Context: an optimization exercise on an open-source flow, tuned for small area and a short achievable clock period. The choices shown serve that exercise and are no tape-out recipe. The RTL was checked by simulation tests, not by an equivalence proof against the original design.

==> flow/design.v (outline; a module is shown in full before it is edited, if it fits) <==
// module InvertSQRoot: 9120 lines
// module FA: 4 lines
module InvertSQRoot(
    input wire clk,
    input wire rst,
    input wire ce,
    input wire [31:0] DataIn,
    output reg [31:0] DataOut,
    output reg DataValid
    );
  // ...
==> flow/run.sh <==
#!/bin/bash
# synth_recipe.tcl (not shown) runs the flow's synth.tcl, then flattens the netlist and writes it again
# the make line also repeats each setting of config.mk as NAME=value (left out here)
make -C /OpenROAD-flow-scripts/flow DESIGN_CONFIG=/design/flow/config.mk WORK_HOME=/design/flow/orfs CLKGATE_MAP_FILE= SYNTH_SCRIPT=/design/flow/synth_recipe.tcl finish
==> flow/config.mk <==
export PLATFORM = sky130hd
export DESIGN_NAME = InvertSQRoot
export DESIGN_NICKNAME = InvertSQRoot
export VERILOG_FILES = /design/flow/design.v
export SDC_FILE = /design/flow/constraint.sdc
export NUM_CORES = 4
export LEC_CHECK = 0
export ABC_CLOCK_PERIOD_IN_PS = 3000
export CAP_MARGIN = 20
export CORE_MARGIN = 2
export CORE_UTILIZATION = 65
export CTS_CLUSTER_DIAMETER = 100
export CTS_CLUSTER_SIZE = 30
export SETUP_SLACK_MARGIN = 5.0
export SLEW_MARGIN = 20
export SYNTH_HIERARCHICAL = 1
==> flow/constraint.sdc <==
create_clock -name core_clock -period 8.0 [get_ports {clk}]
set_input_delay 1.6000 -clock core_clock [delete_from_list [all_inputs] [get_ports {clk}]]
set_output_delay 1.6000 -clock core_clock [all_outputs]
set_load 0.01 [all_outputs]
==> impl_metrics.csv, run 1 <==
group,metric,value,unit
worst_setup_path,cp_max_fo,12,
placement,place_hpwl,103,mm
layout,clockBufferCount,48,
placement,placedInstanceArea,0.0640,mm^2
layout,final-seq-area,0.0219,mm^2
grt,use_met1,43.6,%
clock_network,cts_hold_buffers,0,
layout,num-multi-input-gates,3592,
hold_path,holdCritStartpoint,"n3666_r3",
worst_setup_path,cpMostUsedCell,"fa_1",
logic_synthesis,synth_top_area_share,35.3,%
timing,period_minus_slack,2.96,ns
logic_synthesis,ys_seq_area_share,35.3,%
logic_synthesis,yosys.area_share.simple,3.12,%
logic_synthesis,synth-compound-area-share,13.5,%
worst_setup_path,r2r-end,"n6475_r1",
placement,numPortBuffers,66,
routing,antenna_left,0,
layout,nFlopsAndLatches,1094,
layout,multi_input_area_share,58.0,%
clock_network,tritoncts,"built",
logic_synthesis,synth_top_family_by_area,"adder cells",
floorplanning,die_area,0.0979,mm^2
logic_synthesis,synth.most_common_cell,"dfxtp_1",
routing,route.detailed.drc,0,
outcome,status,"finished clean",
worst_setup_path,startpoint,"n4919_r1",
hold_path,min_path_cells,0,
timing,rsz0062_at_grt,"true",
worst_setup_path,path_class,"reg -> reg",
grt,grt_pass1_wl,249,mm
clock_network,cts_made_buffers,46,
==> run 2, diff against run 1 <==
--- a/flow/config.mk
+++ b/flow/config.mk
@@ -8,3 +8,3 @@
 export ABC_CLOCK_PERIOD_IN_PS = 3000
-export CAP_MARGIN = 20
+export CAP_MARGIN = 10
 export CORE_MARGIN = 2
@@ -14,3 +14,3 @@
 export SETUP_SLACK_MARGIN = 5.0
-export SLEW_MARGIN = 20
+export SLEW_MARGIN = 10
 export SYNTH_HIERARCHICAL = 1
==> run 2 against run 1 <==
  * Still clean on timing, DRC and antenna
  * Clock skew did not move
  * Wire length did not move
  * Non-clock buffer count did not move
  * Fmax did not move
  * Sequential cell count did not move
  * First-iteration DRC count did not move
  * Hold slack did not move
  * Largest cell class unchanged
==> impl_metrics.csv, run 2 <==
group,metric,value,unit
outcome,status,"finished clean",
clock_network,cts_hold_buffers,0,
logic_synthesis,synth.top_cells.by_count,"dfxtp_1 (1,094), xnor2_1 (854), a22oi_1 (794)",
timing,max_freq,0.338,GHz
logic_synthesis,yosys_register_bits,1094,
grt,antenna_found_initial,8,
layout,layout_common_cells,"dfxtp_1 (1,065), xnor2_1 (844), a22oi_1 (794)",
clock_network,cts_made_buffers,46,
logic_synthesis,ys.flop_type,"dfxtp_1",
logic_synthesis,synth_edf_count,0,
timing,slew_viol_final,0,
floorplanning,start_util,65.4,%
grt,grt_max_degree,38,
worst_setup_path,crit_path_start_kind,"register",
routing,drt_iter0_markers,4414,
logic_synthesis,async_flop_share,0,%
floorplanning,die_h,313,um
logic_synthesis,ys_types,72,
timing,slew_headroom,23.9,%
clock_network,clk_path_buf_depth,3,
worst_setup_path,end_kind,"register",
layout,top_regs,"DataOut (31), vld (9)",
grt,grt_pass1_wl,249,mm
routing,vias_per_cell,6.32,
floorplanning,boundaryPins,68,
routing,wl_per_cell,25.0,um
timing,rsz0062_at_grt,"true",
worst_setup_path,worst_ep_arrival_time,3.52,ns
routing,antenna_left,0,
routing,drt_first_pass_iters,7,
layout,top_register,"DataOut",
floorplanning,num_rows,113,
timing,tightest_slew,1.13,ns
routing,routed_wl,160,mm
clock_network,clkLatencyLatePin,0.69,ns
logic_synthesis,ys_seq_area_share,35.3,%
logic_synthesis,synthCells,5257,
timing,setup_violations,0,
logic_synthesis,syn_area_per_cell,11.8,um^2
placement,place_hpwl,103,mm
routing,route.detailed.drc,0,
worst_setup_path,worstPathRequired,8.56,ns
floorplanning,fp.dieW,313,um
timing,period_minus_slack,2.96,ns
grt,overflow,0,
clock_network,tritoncts,"built",
routing,vias,40580,
logic_synthesis,syn_area,0.0620,mm^2
clock_network,clkTransAtPathRegs,0.10,ns
job,cap_violations,0,
timing,skew,0.0211,ns
logic_synthesis,yosysWarnings,7,
logic_synthesis,synthTopCellsByArea,"dfxtp_1 (35%), fa_1 (25%), xnor2_1 (12%), a22oi_1 (9.6%), ha_1 (5.8%)",
floorplanning,die_area,0.0979,mm^2
clock_network,htreeDepth,2,
layout,drive_gt1_share,7.54,%
logic_synthesis,synth.most_common_cell,"dfxtp_1",
placement,routabilityCongestion,0.860,
layout,largest_reg_flops,31,
clock_network,clock-sinks,1094,
timing,finalCritPeriodShare,37.0,%
worst_setup_path,path_class,"reg -> reg",
layout,nets,6233,
hold_path,hold_class,"reg -> reg",
worst_setup_path,cp_max_fo,12,
logic_synthesis,synth_top_area_share,35.3,%
timing,setup_tns,0,ns
logic_synthesis,synth_top_area_cell,"dfxtp_1",
grt,grt_pass1_vias,42703,
placement,numPortBuffers,66,
floorplanning,coreArea,0.0947,mm^2
layout,area.growth.synth_to_final,7.31,%
timing,hold_viol,0,
timing,hold_slack,0.326,ns
layout,final_common_cell,"dfxtp_1",
grt,grt.total_usage,32.9,%
clock_network,cts_root_buf,"clkbuf_16",
[run 2: cell counts after synthesis]
No cell type changed its count.
[run 2: per-module statistics from Yosys (local to each module, per instance)]
module | cells inside | flip-flops and latches
FA | 1 | 0
InvertSQRoot | 4489 | 1094
[run 2: cell families (layout without fill, tap and decap cells)]
logic type	count (synthesis)	in the layout	synth area share (%)
AOI/OAI and AO/OA	1156	1156	13.5
DFF	1094	1094	35.3
adders and majority gates	1053	1053	30.6
xor gates and xnor gates	915	922	12.9
buffers and inverters	579	472	3.57
and+or+nand+nor	403	403	3.12
muxes	56	56	0.951
other	1	3	0.00605
[run 2: per-layer routing]
metal  up-vias  GRT usage (%)  routed length [um]
met4         2           13.2                7120
li1      17523              -                   -
met2      2333           53.2               74300
met3       537           6.95               16200
met1     20185           43.6               62800
met5         -              0                  13
[run 2: worst paths after layout]
kind,startpoint,endpoint,slack (ns),cells past startpoint
setup / recovery,n4919_r1,n6475_r1,5.04,5
hold / removal,n3666_r3,n3666_r4,0.33,0
setup reg to reg,n4919_r1,n6475_r1,5.04,5
hold reg to reg,n3666_r3,n3666_r4,0.33,0
[run 2: final cells by class]
type,instances,area [um^2]
Timing Repair Buffer,262,2470
Multi-Input combinational cell,3592,38600
Clock buffer,48,1180
Tap cell,1265,1580
Inverter,149,561
Sequential cell,1094,21900
Fill cell,6961,28200
Clock inverter,13,198
Antenna cell,1,2.50
[run 2: critical path: stages, from the launching register on]
cell and delay, ns:
dfxtp_1 0.56, xor2_2 0.81, a22oi_1 0.19, xnor2_1 0.27, fa_1 0.48, fa_1 0.52
[run 2: repair_timing]
item	CTS	global route
endpoints found under the setup margin	235	115
gates resized for setup	85	54
cloned	9	2
pin swaps	10	19
setup buffers	18	20
[run 2: through the flow]
stage,cells,util [%],setup WS (ns),cell area [um^2]
floorplan,5258,-,5.01,62000
global placement,6313,67.6,4.28,64000
detailed placement,6313,67.6,4.23,64000
CTS,6401,69.8,5.00,66100
global route,6423,70.2,4.96,66500
finish,6424,70.2,5.04,66500

==> re-timing with driven ports <==
In the flow no input, the clock included, has a driving cell. The finished layouts below were timed again as built, in two steps. Step 1: set_driving_cell puts a clkbuf_16 on clk and a buf_2 on each other input, an assumption about the parent block. Step 2 times the ports against the registers' clock, not the clock port: input delays grow and output delays shrink by t, the midpoint of the rising clock arrivals with the driver on. Slacks: no drivers / after step 1 / after step 2; pairs: no drivers / after step 1.
run | t (ns) | setup slack, ns | worst setup path at the end | slew at the worst register clock pin (ns) | pins driven straight from the clock port
run 1 | 0.746 | 5.039 / 4.996 / 4.434 | input to register | 0.11 / 0.11 | 1
run 2 | 0.746 | 5.039 / 4.996 / 4.434 | input to register | 0.11 / 0.11 | 1
After both steps every run listed still meets setup and hold.
